From an optimization exercise on the open Yosys and OpenROAD flow, aimed at small area, a short achievable clock period and few clock cycles; shortcuts taken in it are not production practice.
Only simulation tests tie the RTL to the original design; equivalence was not proved.

==> design.v <==
module flex_counter 
#( 
    parameter NUM_CNT_BITS = 4 
) 
(   input logic clk, 
    input logic n_rst, 
    input logic clear,  
    input logic count_enable,  
    input logic [(NUM_CNT_BITS - 1):0] rollover_val, 
    output logic [(NUM_CNT_BITS - 1):0] count_out, 
    output logic rollover_flag 
); 
  logic [(NUM_CNT_BITS - 1):0] count; 
  logic [(NUM_CNT_BITS - 1):0] next_count; 
  logic next_rollover_flag; 
  always_ff @(posedge clk, negedge n_rst) begin 
    if(n_rst == 1'b0) begin 
      count <= 'b0; 
      rollover_flag <= 'b0; 
    end 
    else begin 
        count <= next_count; 
        rollover_flag <= next_rollover_flag; 
    end 
  end 
  always_comb begin 
    next_rollover_flag = 1'b0; 
    if(clear == 1'b1) begin  
      next_count = '0;
      next_rollover_flag = 1'b0;
    end
    else begin
      if(count_enable == 1'b1) begin  
        if(count == rollover_val) 
          next_count = 'b1;  
        else 
          next_count = count + 1;  
        if(next_count == rollover_val)
          next_rollover_flag = 1'b1;  
        else
          next_rollover_flag = 1'b0;  
      end
      else begin 
        next_count = count; 
        next_rollover_flag = rollover_flag; 
      end
    end
  end
  assign count_out = count;
endmodule
module counter(
    input logic clk,
    input logic n_rst,
    input logic cnt_up,
    input logic clear,
    output logic one_k_samples
);
    logic [9:0] count_value;  
    flex_counter #(.NUM_CNT_BITS(10))
    count_to_a_thousand(
        .clk(clk),
        .n_rst(n_rst),
        .clear(clear),
        .count_enable(cnt_up),
        .rollover_val(10'd1000),  
        .count_out(count_value),
        .rollover_flag(one_k_samples)  
    );
endmodule
module magnitude(input logic [16:0] in, output logic [15:0] out);
    always_comb begin
        if(in[16] == 1'b1)
            out = ~in[15:0] + 1;
        else
            out = in[15:0];
    end
endmodule
module flex_sreg
#(
    parameter NUM_BITS = 17
)
(
    input logic clk,
    input logic n_reset,
    input logic write_enable,
    input logic [(NUM_BITS - 1):0] new_value,
    output logic [(NUM_BITS - 1):0] current_value
);
    always_ff @(posedge clk, negedge n_reset) begin
        if(n_reset == 1'b0)
            current_value <= '0;
        else if(write_enable == 1'b1)
            current_value <= new_value;
    end
endmodule
module register_file(
    input logic clk,
    input logic n_reset,
    input logic w_en,
    input logic [3:0] r1_sel,
    input logic [3:0] r2_sel,
    input logic [3:0] w_sel,
    input logic [16:0] w_data,
    output logic [16:0] r1_data,
    output logic [16:0] r2_data,
    output logic [16:0] outreg_data
);
    logic [15:0][16:0] regs_matrix;
    genvar i;
    generate
        for(i = 0; i < 16; i = i + 1) begin : genblk1
            flex_sreg #(.NUM_BITS(17)) REGX(
                .clk(clk),
                .n_reset(n_reset),
                .write_enable(w_en && (w_sel == i)),
                .new_value(w_data),
                .current_value(regs_matrix[i])
            );
        end
    endgenerate
    assign r1_data = regs_matrix[r1_sel];
    assign r2_data = regs_matrix[r2_sel];
    assign outreg_data = regs_matrix[0];
endmodule
module datapath_decode(
    input logic [2:0] op,
    output logic w_en,
    output logic [1:0] w_data_sel,
    output logic [1:0] alu_op
);
    always_comb begin
        w_en = (op != 3'b000);
        w_data_sel[1] = ~(op[1] & ~op[2]);
        w_data_sel[0] = ~w_data_sel[1] & op[0];
        alu_op[0] = op[2] & ~op[0];
        alu_op[1] = op[1] ? (op[2] & ~op[0]) : (op[2] & op[0]);
    end
endmodule
module alu(
    input logic [16:0] src1_data,
    input logic [16:0] src2_data,
    input logic [1:0] alu_op,
    output logic [16:0] result,
    output logic overflow
);
    logic [31:0] full_mult;
    logic [17:0] large_sum;
    logic [17:0] large_dif;
    always_comb begin
        full_mult = src1_data[15:0] * src2_data[15:0];
        large_sum = {src1_data[16], src1_data} + {src2_data[16], src2_data};
        large_dif = {src1_data[16], src1_data} - {src2_data[16], src2_data};
        case(alu_op)
            2'b00: begin
                result = src1_data;
                overflow = 1'b0;
            end
            2'b01: begin
                result = large_sum[16:0];
                overflow = large_sum[17] ^ large_sum[16];
            end
            2'b10: begin
                result = large_dif[16:0];
                overflow = large_dif[17] ^ large_dif[16];
            end
            default: begin
                result = {1'b0, full_mult[30:15]};
                overflow = full_mult[31];
            end
        endcase
    end
endmodule
module datapath(
    input logic clk,
    input logic n_reset,
    input logic [2:0] op,
    input logic [3:0] src1,
    input logic [3:0] src2,
    input logic [3:0] dest,
    input logic [15:0] ext_data1,
    input logic [15:0] ext_data2,
    output logic [16:0] outreg_data,
    output logic overflow
);
    logic w_en;
    logic [1:0] w_data_sel;
    logic [1:0] alu_op;
    logic [16:0] src1_data;
    logic [16:0] src2_data;
    logic [16:0] alu_result;
    logic [16:0] dest_data;
    datapath_decode DEC(.op(op), .w_en(w_en), .w_data_sel(w_data_sel), .alu_op(alu_op));
    alu CORE(.src1_data(src1_data), .src2_data(src2_data), .alu_op(alu_op),
             .result(alu_result), .overflow(overflow));
    register_file RF(.clk(clk), .n_reset(n_reset), .w_en(w_en), .r1_sel(src1),
                     .r2_sel(src2), .w_sel(dest), .w_data(dest_data),
                     .r1_data(src1_data), .r2_data(src2_data), .outreg_data(outreg_data));
    always_comb begin
        case(w_data_sel)
            2'b00: dest_data = {1'b0, ext_data1};
            2'b01: dest_data = {1'b0, ext_data2};
            default: dest_data = alu_result;
        endcase
    end
endmodule
module controller(
    input logic clk,
    input logic n_rst,
    input logic dr,
    input logic lc,
    input logic overflow,
    output logic cnt_up,
    output logic clear,
    output logic modwait,
    output logic [2:0] op,
    output logic [3:0] src1,
    output logic [3:0] src2,
    output logic [3:0] dest,
    output logic err
);
    typedef enum logic [4:0] {IDLE, COLOAD1, WAIT1, COLOAD2,
                              WAIT2, COLOAD3, WAIT3, COLOAD4,
                              STORE, ZERO, SORT1, SORT2, SORT3,
                              SORT4, MUL1, ADD1, MUL2, SUB2, MUL3,
                              ADD3, MUL4, SUB4, EIDLE} state_t;
    state_t state;
    state_t next_state;
    logic next_modwait;
    always_ff @(posedge clk, negedge n_rst) begin
        if(~n_rst) begin
            state <= IDLE;
            modwait <= 1'b0;
        end
        else begin
            state <= next_state;
            modwait <= next_modwait;
        end
    end
    always_comb begin
        case(state)
        IDLE: begin
            if(dr == 1)
                next_state = STORE;
            else if(lc == 1)
                next_state = COLOAD1;
            else
                next_state = IDLE;
        end
        COLOAD1: begin
            next_state = WAIT1;
        end
        WAIT1: begin
            if(lc == 1)
                next_state = COLOAD2;
            else
                next_state = WAIT1;
        end
        COLOAD2: begin
            next_state = WAIT2;
        end
        WAIT2: begin
            if(lc == 1)
                next_state = COLOAD3;
            else
                next_state = WAIT2;
        end
        COLOAD3: begin
            next_state = WAIT3;
        end
        WAIT3: begin
            if(lc == 1)
                next_state = COLOAD4;
            else
                next_state = WAIT3;
        end
        COLOAD4: begin
            next_state = IDLE;
        end
        STORE: begin
            if(dr == 1)
                next_state = ZERO;
            else
                next_state = EIDLE;
        end
        ZERO: begin
            next_state = SORT1;
        end
        SORT1: begin
            next_state = SORT2;
        end
        SORT2: begin
            next_state = SORT3;
        end
        SORT3: begin
            next_state = SORT4;
        end
        SORT4: begin
            next_state = MUL1;
        end
        MUL1: begin
            if(overflow == 0)
                next_state = ADD1;
            else
                next_state = EIDLE;
        end
        ADD1: begin
            if(overflow == 0)
                next_state = MUL2;
            else
                next_state = EIDLE;
        end
        MUL2: begin
            if(overflow == 0)
                next_state = SUB2;
            else
                next_state = EIDLE;
        end
        SUB2: begin
            if(overflow == 0)
                next_state = MUL3;
            else
                next_state = EIDLE;
        end
        MUL3: begin
            if(overflow == 0)
                next_state = ADD3;
            else
                next_state = EIDLE;
        end
        ADD3: begin
            if(overflow == 0)
                next_state = MUL4;
            else
                next_state = EIDLE;
        end
        MUL4: begin
            if(overflow == 0)
                next_state = SUB4;
            else
                next_state = EIDLE;
        end
        SUB4: begin
            if(overflow == 0)
                next_state = IDLE;
            else
                next_state = EIDLE;
        end
        EIDLE: begin
            if(dr == 1)
                next_state = STORE;
            else if(lc == 1)
                next_state = COLOAD1;
            else
                next_state = EIDLE;
        end
        default: next_state = IDLE;
        endcase
    end
    always_comb begin
        case(state)
        IDLE: begin
            next_modwait = lc || dr;
            cnt_up = 0;
            err = 0;
            op = 3'b000;
            dest = 4'b0000;
            src1 = 4'b0000;
            src2 = 4'b0000;
        end
        COLOAD1: begin
            next_modwait = 1;  
            cnt_up = 0;
            err = 0;
            dest = 4'b1001;
            op = 3'b011;
            src1 = 4'b0000;
            src2 = 4'b0000;
        end
        WAIT1: begin
            next_modwait = 0;
            cnt_up = 0;
            err = 0;
            dest = 4'b0000;
            op = 3'b000;
            src1 = 4'b0000;
            src2 = 4'b0000;
        end
        COLOAD2: begin
            next_modwait = 1;
            cnt_up = 0;
            err = 0;
            dest = 4'b1000;
            op = 3'b011;
            src1 = 4'b0000;
            src2 = 4'b0000;
        end
        WAIT2: begin
            next_modwait = 0;
            cnt_up = 0;
            err = 0;
            dest = 4'b0000;
            op = 3'b000;
            src1 = 4'b0000;
            src2 = 4'b0000;
        end
        COLOAD3: begin
            next_modwait = 1;
            cnt_up = 0;
            err = 0;
            dest = 4'b0111;
            op = 3'b011;
            src1 = 4'b0000;
            src2 = 4'b0000;
        end
        WAIT3: begin
            next_modwait = 0;
            cnt_up = 0;
            err = 0;
            dest = 4'b0000;
            src1 = 4'b0000;
            op = 3'b000;
            src2 = 4'b0000;
        end
        COLOAD4: begin
            next_modwait = 1;
            cnt_up = 0;
            err = 0;
            dest = 4'b0110;
            op = 3'b011;
            src1 = 4'b0000;
            src2 = 4'b0000;
        end
        STORE: begin
            next_modwait = 1;
            cnt_up = 1;
            err = 0;
            dest = 4'b0101;
            op = 3'b010;
            src1 = 4'b0000;
            src2 = 4'b0000;
        end
        ZERO: begin
            next_modwait = 1;
            cnt_up = 0;
            err = 0;
            dest = 4'b0000;
            op = 3'b101;
            src1 = 4'b0000;
            src2 = 4'b0000;
        end
        SORT1: begin
            next_modwait = 1;
            cnt_up = 0;
            err = 0;
            dest = 4'b0001;
            op = 3'b001;
            src1 = 4'b0010;
            src2 = 4'b0000;
        end
        SORT2: begin
            next_modwait = 1;
            cnt_up = 0;
            err = 0;
            dest = 4'b0010;
            src1 = 4'b0011;
            op = 3'b001;
            src2 = 4'b0000;
        end
        SORT3: begin
            next_modwait = 1;
            cnt_up = 0;
            err = 0;
            dest = 4'b0011;
            src1 = 4'b0100;
            op = 3'b001;
            src2 = 4'b0000;
        end
        SORT4: begin
            next_modwait = 1;
            cnt_up = 0;
            err = 0;
            dest = 4'b0100;
            src1 = 4'b0101;
            op = 3'b001;
            src2 = 4'b0000;
        end
        MUL1: begin
            next_modwait = 1;
            cnt_up = 0;
            err = 0;
            dest = 4'b1010;
            op = 3'b110;
            src1 = 4'b0100;
            src2 = 4'b1001;
        end
        ADD1: begin
            next_modwait = 1;
            cnt_up = 0;
            err = 0;
            dest = 4'b0000;
            op = 3'b100;
            src1 = 4'b0000;
            src2 = 4'b1010;
        end
        MUL2: begin
            next_modwait = 1;
            cnt_up = 0;
            err = 0;
            dest = 4'b1010;
            op = 3'b110;
            src1 = 4'b0011;
            src2 = 4'b1000;
        end
        SUB2: begin
            next_modwait = 1;
            cnt_up = 0;
            err = 0;
            dest = 4'b0000;
            op = 3'b101;
            src1 = 4'b0000;
            src2 = 4'b1010;
        end
        MUL3: begin
            next_modwait = 1;
            cnt_up = 0;
            err = 0;
            dest = 4'b1010;
            op = 3'b110;
            src1 = 4'b0010;
            src2 = 4'b0111;
        end
        ADD3: begin
            next_modwait = 1;
            cnt_up = 0;
            err = 0;
            dest = 4'b0000;
            op = 3'b100;
            src1 = 4'b0000;
            src2 = 4'b1010;
        end
        MUL4: begin
            next_modwait = 1;
            cnt_up = 0;
            err = 0;
            dest = 4'b1010;
            op = 3'b110;
            src1 = 4'b0001;
            src2 = 4'b0110;
        end
        SUB4: begin
            next_modwait = 0;  
            cnt_up = 0;
            err = 0;
            dest = 4'b0000;
            op = 3'b101;
            src1 = 4'b0000;
            src2 = 4'b1010;
        end
        EIDLE: begin
            next_modwait = lc || dr;
            cnt_up = 0;
            err = 1;
            op = 3'b000;
            src1 = 4'b0000;
            src2 = 4'b0000;
            dest = 4'b0000;
        end
        default: begin
            next_modwait = 0;
            cnt_up = 0;
            err = 0;
            op = 3'b000;
            src1 = 4'b0000;
            src2 = 4'b0000;
            dest = 4'b0000;
        end
        endcase
    clear = lc;
    end
endmodule
module fir_filter(
    input logic clk,
    input logic n_reset,
    input logic [15:0] sample_data,
    input logic [15:0] fir_coefficient,
    input logic load_coeff,
    input logic data_ready,
    output logic one_k_samples,
    output logic modwait,
    output logic [15:0] fir_out,
    output logic err
);
    logic cnt_up;
    logic clear;
    logic [2:0] op;
    logic [3:0] src1;
    logic [3:0] src2;
    logic [3:0] dest;
    logic [16:0] outreg_data;
    logic overflow;
    controller whooop_whoop(
        .clk(clk),
        .n_rst(n_reset),
        .dr(data_ready),
        .lc(load_coeff),
        .overflow(overflow),
        .cnt_up(cnt_up),
        .clear(clear),
        .modwait(modwait),
        .op(op),
        .src1(src1),
        .src2(src2),
        .dest(dest),
        .err(err)
    );
    counter thats_the(
        .clk(clk),
        .n_rst(n_reset),
        .cnt_up(cnt_up),
        .clear(clear),
        .one_k_samples(one_k_samples)
    );
    datapath sound_of_the(
        .clk(clk),
        .n_reset(n_reset),
        .op(op),
        .src1(src1),
        .src2(src2),
        .dest(dest),
        .ext_data1(sample_data),
        .ext_data2(fir_coefficient),
        .outreg_data(outreg_data),
        .overflow(overflow)
    );
    magnitude police(
        .in(outreg_data),
        .out(fir_out)
    );
endmodule
module coefficient_loader(
    input logic clk,
    input logic n_reset,
    input logic new_coefficient_set,
    input logic modwait,
    output logic load_coeff,
    output logic [1:0] coefficient_num,
    output logic clear_new_coefficient
);
    typedef enum logic [3:0] {IDLE, COLOAD0, WAIT0, COLOAD1,
                              WAIT1, COLOAD2, WAIT2, COLOAD3, WAIT3} state_t;
    state_t state;
    state_t next_state;
    logic next_load_coeff;
    logic next_clear_new_coefficient;
    logic [1:0] next_coefficient_num;
    always_ff @(posedge clk, negedge n_reset) begin
        if(~n_reset) begin
            state <= IDLE;
            load_coeff <= '0;
            coefficient_num <= '0;
        end
        else begin
            state <= next_state;
            load_coeff <= next_load_coeff;
            coefficient_num <= next_coefficient_num;
        end
    end
    always_comb begin
        case(state)
            IDLE: begin
                if(new_coefficient_set == 1)
                    next_state = COLOAD0;
                else
                    next_state = IDLE;
            end
            COLOAD0: begin
                next_state = WAIT0;
            end
            WAIT0: begin
                if(modwait == 1)
                    next_state = WAIT0;
                else
                    next_state = COLOAD1;
            end
            COLOAD1: begin
                next_state = WAIT1;
            end
            WAIT1: begin
                if(modwait == 1)
                    next_state = WAIT1;
                else
                    next_state = COLOAD2;
            end
            COLOAD2: begin
                next_state = WAIT2;
            end
            WAIT2: begin
                if(modwait == 1)
                    next_state = WAIT2;
                else 
                    next_state = COLOAD3;
            end
            COLOAD3: begin
                next_state = WAIT3;
            end
            WAIT3: begin  
                next_state = IDLE;
            end
            default: begin
                next_state = IDLE;
            end
        endcase
    end
    always_comb begin
         case(state)
            IDLE: begin
                next_load_coeff = 0;
                next_coefficient_num = 2'd0;
                next_clear_new_coefficient = 1'b0;
            end
            COLOAD0: begin
                next_load_coeff = 1;
                next_coefficient_num = 2'd0;
                next_clear_new_coefficient = 1'b0;
            end
            WAIT0: begin
                next_load_coeff = 0;
                next_coefficient_num = 2'd0;
                next_clear_new_coefficient = 1'b0;
            end
            COLOAD1: begin
                next_load_coeff = 1;
                next_coefficient_num = 2'd1;
                next_clear_new_coefficient = 1'b0;
            end
            WAIT1: begin
                next_load_coeff = 0;
                next_coefficient_num = 2'd1;
                next_clear_new_coefficient = 1'b0;
            end
            COLOAD2: begin
                next_load_coeff = 1;
                next_coefficient_num = 2'd2;
                next_clear_new_coefficient = 1'b0;
            end
            WAIT2: begin
                next_load_coeff = 0;
                next_coefficient_num = 2'd2;
                next_clear_new_coefficient = 1'b0;
            end
            COLOAD3: begin
                next_load_coeff = 1;
                next_coefficient_num = 2'd3;
                next_clear_new_coefficient = 1'b0;
            end
            WAIT3: begin
                next_load_coeff = 0;
                next_coefficient_num = 2'd3;
                next_clear_new_coefficient = 1'b1;
            end
            default: begin
                next_load_coeff = '0;
                next_coefficient_num = '0;
                next_clear_new_coefficient = '0;
            end
        endcase
    end
endmodule
module ahb_lite_slave
(
	input logic clk,
	input logic n_rst,
	input logic [1:0] coefficient_num,
	input logic modwait,
	input logic [15:0] fir_out,
	input logic err,
	input logic hsel,
	input logic [3:0] haddr,
	input logic hsize,
	input logic [1:0] htrans,
	input logic hwrite,
	input logic [15:0] hwdata,
    input logic clear_new_coefficient,
	output logic [15:0] sample_data,
	output logic data_ready,
	output logic new_coefficient_set,
	output logic [15:0] fir_coefficient,
	output logic [15:0] hrdata,
	output logic hresp
);
	logic [1:0] state;
	logic [1:0] next_state;
	logic [15:0][7:0] Register_Map;
	logic [15:0][7:0] next_Register_Map;
	logic next_data_ready;
	logic [3:0] address_mapping;
	logic size_buffer;
typedef enum logic [1:0] {IDLE,
			WRITE,
			READ,
			ERROR} state_t;
always_comb begin
	next_state = state;
	case(state)
		IDLE: next_state  = (hsel && ((hwrite && ((haddr == 0) | (haddr == 1) | (haddr == 2) | (haddr == 3) | (haddr == 15))) 
					| ((!hwrite) && (haddr == 15)))) ? ERROR :
				   (hsel && hwrite && (htrans != 0)) ? WRITE :
				   (hsel && !hwrite && (htrans != 0)) ? READ :
				   IDLE;
		WRITE: next_state = (hsel && ((hwrite && ((haddr == 0) | (haddr == 1) | (haddr == 2) | (haddr == 3) | (haddr == 15))) 
					| ((!hwrite) && (haddr == 15)))) ? ERROR :
				   (hsel && hwrite && (htrans != 0)) ? WRITE :
				   (hsel && !hwrite && (htrans != 0)) ? READ :
				   IDLE;
		READ: next_state  = (hsel && ((hwrite && ((haddr == 0) | (haddr == 1) | (haddr == 2) | (haddr == 3) | (haddr == 15))) 
					| ((!hwrite) && (haddr == 15)))) ? ERROR :
				   (hsel && hwrite && (htrans != 0)) ? WRITE :
				   (hsel && !hwrite && (htrans != 0)) ? READ :
				   IDLE;
		ERROR: next_state = (hsel && ((hwrite && ((haddr == 0) | (haddr == 1) | (haddr == 2) | (haddr == 3) | (haddr == 15))) 
					| ((!hwrite) && (haddr == 15)))) ? ERROR :
				   (hsel && hwrite && (htrans != 0)) ? WRITE :
				   (hsel && !hwrite && (htrans != 0)) ? READ :
				   IDLE;
	endcase
end
always_ff @(posedge clk, negedge n_rst) begin
	if(!n_rst) begin
		state <= IDLE;
		data_ready <= 0;
		Register_Map <= 0;
		address_mapping <= 0; 
		size_buffer <= 0; 
	end
	else begin
		state <= next_state;
		data_ready <= next_data_ready;
		Register_Map <= next_Register_Map;
		address_mapping <= haddr;
		size_buffer <= hsize;
	end
end
always_comb begin
	hrdata = 0;
	hresp = (hsel && ((hwrite && ((haddr == 0) | (haddr == 1) | (haddr == 2) | (haddr == 3) | (haddr == 15))) 
					| ((!hwrite) && (haddr == 15)))) ? 1 : 0;
	case(state)
		READ: begin
			if (size_buffer == 1)
				if (address_mapping % 2 == 1)
					hrdata = {Register_Map[address_mapping], Register_Map[address_mapping - 1'b1]};
				else
					hrdata = {Register_Map[address_mapping + 1'b1], Register_Map[address_mapping]};
			else
				if (address_mapping % 2 == 1)
					hrdata = {Register_Map[address_mapping], 8'b0};
				else
					hrdata = {8'b0, Register_Map[address_mapping]};
			if (address_mapping == 4'd14) hrdata = {8'b0, Register_Map[14]};
		end
	endcase
end
always_comb begin
	next_Register_Map = Register_Map;
	next_data_ready = data_ready;
	next_Register_Map[1] = {7'b0, err};
	next_Register_Map[0] = {7'b0, new_coefficient_set | modwait};
	next_Register_Map[2] = fir_out[7:0];
	next_Register_Map[3] = fir_out[15:8];
	next_Register_Map[15] = '0;
	if (coefficient_num == 3) begin
		next_Register_Map[14] = '0;
	end
	new_coefficient_set = Register_Map[14];
	sample_data = {Register_Map[5], Register_Map[4]};
	fir_coefficient = {Register_Map[coefficient_num * 2 + 7], Register_Map[coefficient_num * 2 + 6]};
	case(state)
		WRITE: begin
			if(size_buffer == 1)
				if(address_mapping % 2 == 1) begin
					next_Register_Map[address_mapping - 1'b1] = hwdata[7:0];
					next_Register_Map[address_mapping] = hwdata[15:8];
				end
				else begin
					next_Register_Map[address_mapping] = hwdata[7:0];
					next_Register_Map[address_mapping + 1'b1] = hwdata[15:8];
				end
			else
				if(address_mapping % 2 == 1)
					next_Register_Map[address_mapping] = hwdata[15:8];
				else
					next_Register_Map[address_mapping] = hwdata[7:0];
			if(address_mapping == 4 | address_mapping == 5)
				next_data_ready = 1;
		end
	endcase
	if (modwait) next_data_ready = 0;
end
endmodule
module ahb_lite_fir_filter(
    input logic clk,
    input logic n_rst,
    input logic hsel,
    input logic [3:0] haddr,
    input logic hsize,
    input logic [1:0] htrans,
    input logic hwrite,
    input logic [15:0] hwdata,
    output logic [15:0] hrdata,
    output logic hresp
);
    logic [1:0] coefficient_num;
    logic [15:0] sample_data;
    logic data_ready;
    logic new_coefficient_set;
    logic [15:0] fir_coefficient;
    logic modwait;
    logic [15:0] fir_out;
    logic err;
    logic load_coeff;
    logic one_k_samples;
    logic clear_new_coefficient;
    ahb_lite_slave whoever_threw_that_paper(
        .clk(clk),
        .n_rst(n_rst),
        .sample_data(sample_data),
        .data_ready(data_ready),
        .new_coefficient_set(new_coefficient_set),
        .coefficient_num(coefficient_num),
        .fir_coefficient(fir_coefficient),
        .modwait(modwait),
        .fir_out(fir_out),
        .err(err),
        .hsel(hsel),
        .haddr(haddr),
        .hsize(hsize),
        .htrans(htrans),
        .hwrite(hwrite),
        .hwdata(hwdata),
        .clear_new_coefficient(clear_new_coefficient),
        .hrdata(hrdata),
        .hresp(hresp)
    );
    coefficient_loader your_moms(
        .clk(clk),
        .n_reset(n_rst),
        .new_coefficient_set(new_coefficient_set),
        .modwait(modwait),
        .load_coeff(load_coeff),
        .coefficient_num(coefficient_num),
        .clear_new_coefficient(clear_new_coefficient)
    );
    fir_filter a_ho(
        .clk(clk),
        .n_reset(n_rst),
        .sample_data(sample_data),
        .fir_coefficient(fir_coefficient),
        .load_coeff(load_coeff),
        .data_ready(data_ready),
        .one_k_samples(one_k_samples),
        .modwait(modwait),
        .fir_out(fir_out),
        .err(err)
    );
endmodule
==> run.sh <==
#!/bin/bash
# synth_recipe.tcl (not shown) runs the flow's synth.tcl, then flattens the netlist and writes it again
# the make line also repeats each setting of config.mk as NAME=value (left out here)
make -C /OpenROAD-flow-scripts/flow DESIGN_CONFIG=/design/flow/config.mk WORK_HOME=/design/flow/orfs CLKGATE_MAP_FILE= SYNTH_SCRIPT=/design/flow/synth_recipe.tcl finish
==> config.mk <==
export PLATFORM = sky130hd
export DESIGN_NAME = ahb_lite_fir_filter
export DESIGN_NICKNAME = ahb_lite_fir_filter
export VERILOG_FILES = /design/flow/design.v
export SDC_FILE = /design/flow/constraint.sdc
export NUM_CORES = 4
export LEC_CHECK = 0
export CAP_MARGIN = 20
export CORE_MARGIN = 2
export CORE_UTILIZATION = 40
export SLEW_MARGIN = 20
==> constraint.sdc <==
create_clock -name core_clock -period 10.0 [get_ports {clk}]
set_input_delay 2.0000 -clock core_clock [delete_from_list [all_inputs] [get_ports {clk}]]
set_output_delay 2.0000 -clock core_clock [all_outputs]
set_load 0.01 [all_outputs]
==> run_results.csv <==
group,metric,value,unit
synthesis,yosys_warnings,9,
grt,overflow,0,
cts,clockRootBuffer,"clkbuf_16",
timing,period_minus_slack,9.378,ns
synthesis,yosysTopAreaCell,"dfrtp_1",
synthesis,synth_ff_type,"dfrtp_1",
placed_design,place.gp.congestion,0.9868,
cts,cts_made_buffers,39,
worst_setup_path,cp-start-kind,"register",
cells_and_area,fillers,7410,
synthesis,synth_seq_area_share,27.24,%
timing,finalMaxSlewViolations,0,
cts,cts_resized,0,
worst_setup_path,cp-end-kind,"register",
placed_design,io_buffer_count,43,
grt,grt_antenna_before_repair,2,
cts,clkTransAtPathRegs,0.06,ns
die,rows,101,
grt,grt_usage,29.61,%
synthesis,synthMuxAreaShare,13.21,%
timing,fmax,106.6,MHz
cts,cts_tree,"done",
worst_setup_path,worstPathArrival,9.88,ns
cts,clk_path_buf_depth,3,
die,initial_core_util,40.51,%
synthesis,synth-xor-area-share,1.050,%
timing,rsz0062_at_grt,"false",
drt,vias,27580,
cts,clk_latency,0.58,ns
synthesis,syn_area,0.03087,sq mm
worst_setup_path,r2r_setup_slack,0.62,ns
drt,vias_per_cell,6.244,
die,core,0.07620,sq mm
drt,drtAntennaViolNets,0,
synthesis,synth.area.top_cells,"dfrtp_1 (27%), fa_1 (13%), mux4_2 (10%), ha_1 (6.3%), nand2_1 (5.7%)",
cts,htree_levels,2,
cells_and_area,seqCellArea,0.008414,sq mm
placed_design,dp_hpwl,85610,microns
cells_and_area,drive_gt1_share,12.34,%
synthesis,syn_inst,3376,
timing,worstMarginPinSlew,1.167,ns
worst_setup_path,critical_path_class,"reg2reg",
worst_setup_path,cp_max_fo,16,
cells_and_area,syn_to_final_growth,10.01,%
drt,drt_iter0_markers,3425,
drt,drc_errors,0,
grt,grt_max_degree,162,
synthesis,synth_edf_count,0,
synthesis,synth_compound_area_share,17.65,%
die,die_w,281.8,microns
synthesis,synth_seq_cells,336,
timing,max_slew_margin,22.21,%
die,die-height,281.8,microns
synthesis,synth_adder_area_share,18.97,%
run,cap_violations,0,
grt,grt_pass1_wl,175000,microns
run_status,outcome,"no timing/DRC/antenna violations",
synthesis,yosys.area_share.simple,15.08,%
synthesis,syn-num-nets,3754,
synthesis,async_flop_share,100.0,%
die,ios,44,
grt,grt_pass1_vias,26996,
timing,hold_viol,0,
cells_and_area,layout.nets,3736,
timing,fin_crit_sh,93.78,%
synthesis,ys_top_cells_by_count,"nand2_1 (472), dfrtp_1 (336), nor2_1 (336)",
cells_and_area,postLayoutCoreUtil,44.56,%
synthesis,synth_top_area_share,27.24,%
synthesis,yosysMostFrequentCell,"nand2_1",
drt,first_pass_iters,6,
cts,cts_setup_buffers,0,
synthesis,ys_types,95,
worst_hold_path,hp-class,"reg2reg",
timing,setup_tns,0,ns
drt,avgRoutedWirePerCell,26.34,microns
drt,drt-total-wl,116400,microns
synthesis,synth_top_family_by_area,"adder cells",
timing,setup_viol,0,
timing,fin_skew,0.02080,ns
cts,cts_sinks,336,
cells_and_area,multi_input_area,0.02046,sq mm
die,die_area,0.07940,sq mm
synthesis,avgSynthCellArea,9.143,sq um
cts,cts-hold-fix-buffers,0,
worst_setup_path,crit_required,10.51,ns
[worst max-delay path: stages (launching register included)]
cell,delay [ns]
dfrtp_1,0.53
or4b_1,0.61
a21oi_2,0.61
buf_4,0.23
and2_0,0.12
buf_4,0.25
a22o_1,0.18
a21o_1,0.40
clkinv_1,0.46
nor2_1,0.27
fa_1,0.49
fa_1,0.55
ha_1,0.13
inv_1,0.05
fa_1,0.47
inv_1,0.06
fa_1,0.56
fa_1,0.42
ha_1,0.37
a21o_1,0.20
a21o_1,0.18
o21ai_0,0.20
a21oi_1,0.12
a21boi_0,0.15
a41oi_2,0.59
mux2i_1,0.23
nor2_1,0.60
mux2_2,0.28
[cell type report]
class	instances	share of cell area, %
flip-flops and latches	336	24.78
clock buffers	54	3.335
inverters	323	3.578
repair buffers	156	3.817
diodes	1	0.007369
multi-input cells	2502	60.25
well taps	1030	3.795
clock inverters	15	0.4348
[worst paths after layout]
kind / from / to / depth (start not counted)
worst max-delay path: a_ho.whooop_whoop.state[1] / register / 27
worst min-delay path: register / register / 2
worst max register to register: a_ho.whooop_whoop.state[1] / register / 27
worst min register to register: register / register / 2
max in group asynchronous: n_rst / asynchronous set/reset pin / 2
min in group asynchronous: n_rst / whoever_threw_that_paper.Register_Map[108] / 1
[layer usage]
metal | part of all wire [%] | up-vias | wire length [microns] | GRT usage, %
met2 | 45 | 1611 | 52020 | 45.98
met3 | 9.7 | 344 | 11290 | 6.016
met1 | 39 | 13737 | 45670 | 38.91
li1 | - | 11884 | - | -
met5 | 0.025 | - | 29 | 0
met4 | 6.3 | 4 | 7355 | 16.04
[sequential cells by signal, summed over array words and instances (netlist names)]
name and count:
your_moms.load_coeff 1, your_moms.coefficient_num 2, whoever_threw_that_paper.state 2, your_moms.state 4, a_ho.whooop_whoop.state 5, whoever_threw_that_paper.size_buffer 1, a_ho.sound_of_the.RF.genblk1.REGX.current_value 187, whoever_threw_that_paper.data_ready 1
whoever_threw_that_paper.address_mapping 4, a_ho.whooop_whoop.modwait 1, whoever_threw_that_paper.Register_Map 128
[kinds of logic (layout without fill, tap and decap cells)]
| logic type | Yosys count | in the layout |
|---|---|---|
| AO/OA/AOI/OAI | 817 | 817 |
| XOR/XNOR | 37 | 37 |
| adder cells (fa/ha/maj) | 351 | 351 |
| buffers and inverters | 538 | 548 |
| flip-flops | 336 | 336 |
| multiplexers | 228 | 228 |
| other | 0 | 1 |
| AND/OR/NAND/NOR | 1069 | 1069 |
[layout by cell type, fill, tap and decap left out, types with 12 or more instances in the layout]
cell,instances
a311oi_1,13
a32o_1,38
mux2i_1,53
a22oi_1,32
mux2_2,35
o21a_1,16
o22ai_1,54
xor2_1,14
nand2b_1,21
nand2_1,472
or2_2,12
a21o_1,50
a21oi_1,184
nor2b_1,19
ha_1,155
a22o_1,24
o21ai_0,197
nor4_1,13
o31ai_1,19
nand3_1,52
nor2_1,332
buf_4,112
o211ai_1,19
a211oi_1,13
or3_1,12
a221oi_1,14
and3_1,18
clkdlybuf4s50_1,42
mux4_2,140
nor3_1,29
xnor2_1,21
fa_1,195
dfrtp_1,333
and2_1,17
a31oi_1,18
nand4_1,30
inv_1,309
clkbuf_16,39
[stage by stage]
stage | std cells | instance area, sq um | worst slack (ns) | hold slack, ns
6_report | 4417 | 33960 | 0.6217 | 0.4690
3_3_place_gp | 4346 | 32660 | 0.8118 | 0.4535
2_1_floorplan | 3376 | 30870 | 1.603 | 0.4222
3_5_place_dp | 4347 | 32670 | 0.7603 | 0.4573
5_1_grt | 4416 | 33950 | 0.2164 | 0.4911
4_1_cts | 4416 | 33950 | 0.7364 | 0.4725
Testbench counts, summed over its fixed seeds: cycles 8,069.

-- re-timing with driven ports --
How much do the figures lean on ideal ports? The routed layout below was timed once more, with nothing changed but the port constraints.
Step 1 (the two cells are an assumption about what drives the block):
set clk [get_ports {clk}]
set_driving_cell -lib_cell sky130_fd_sc_hd__clkbuf_16 $clk
set_driving_cell -lib_cell sky130_fd_sc_hd__buf_2 [delete_from_list [all_inputs] $clk]
Step 2 adds t to the input delays and takes it off the output delays; t is the mean of the earliest and latest rising clock arrival at the registers after step 1. Input paths then give back, and output paths get back, about the clock's delay inside the block.
Three values: ideal, step 1, step 2; two values: the first two.
shift t [ns]: 0.631
setup slack, ns: 0.622 / 0.622 / 0.622
worst hold slack (ns): 0.469 / 0.469 / 0.469
cell pins on the clock port's net: 1
After both steps setup and hold are still met in this run. The setup slack of this run moves by 0.000 ns with the drivers and by 0.000 ns with both steps.
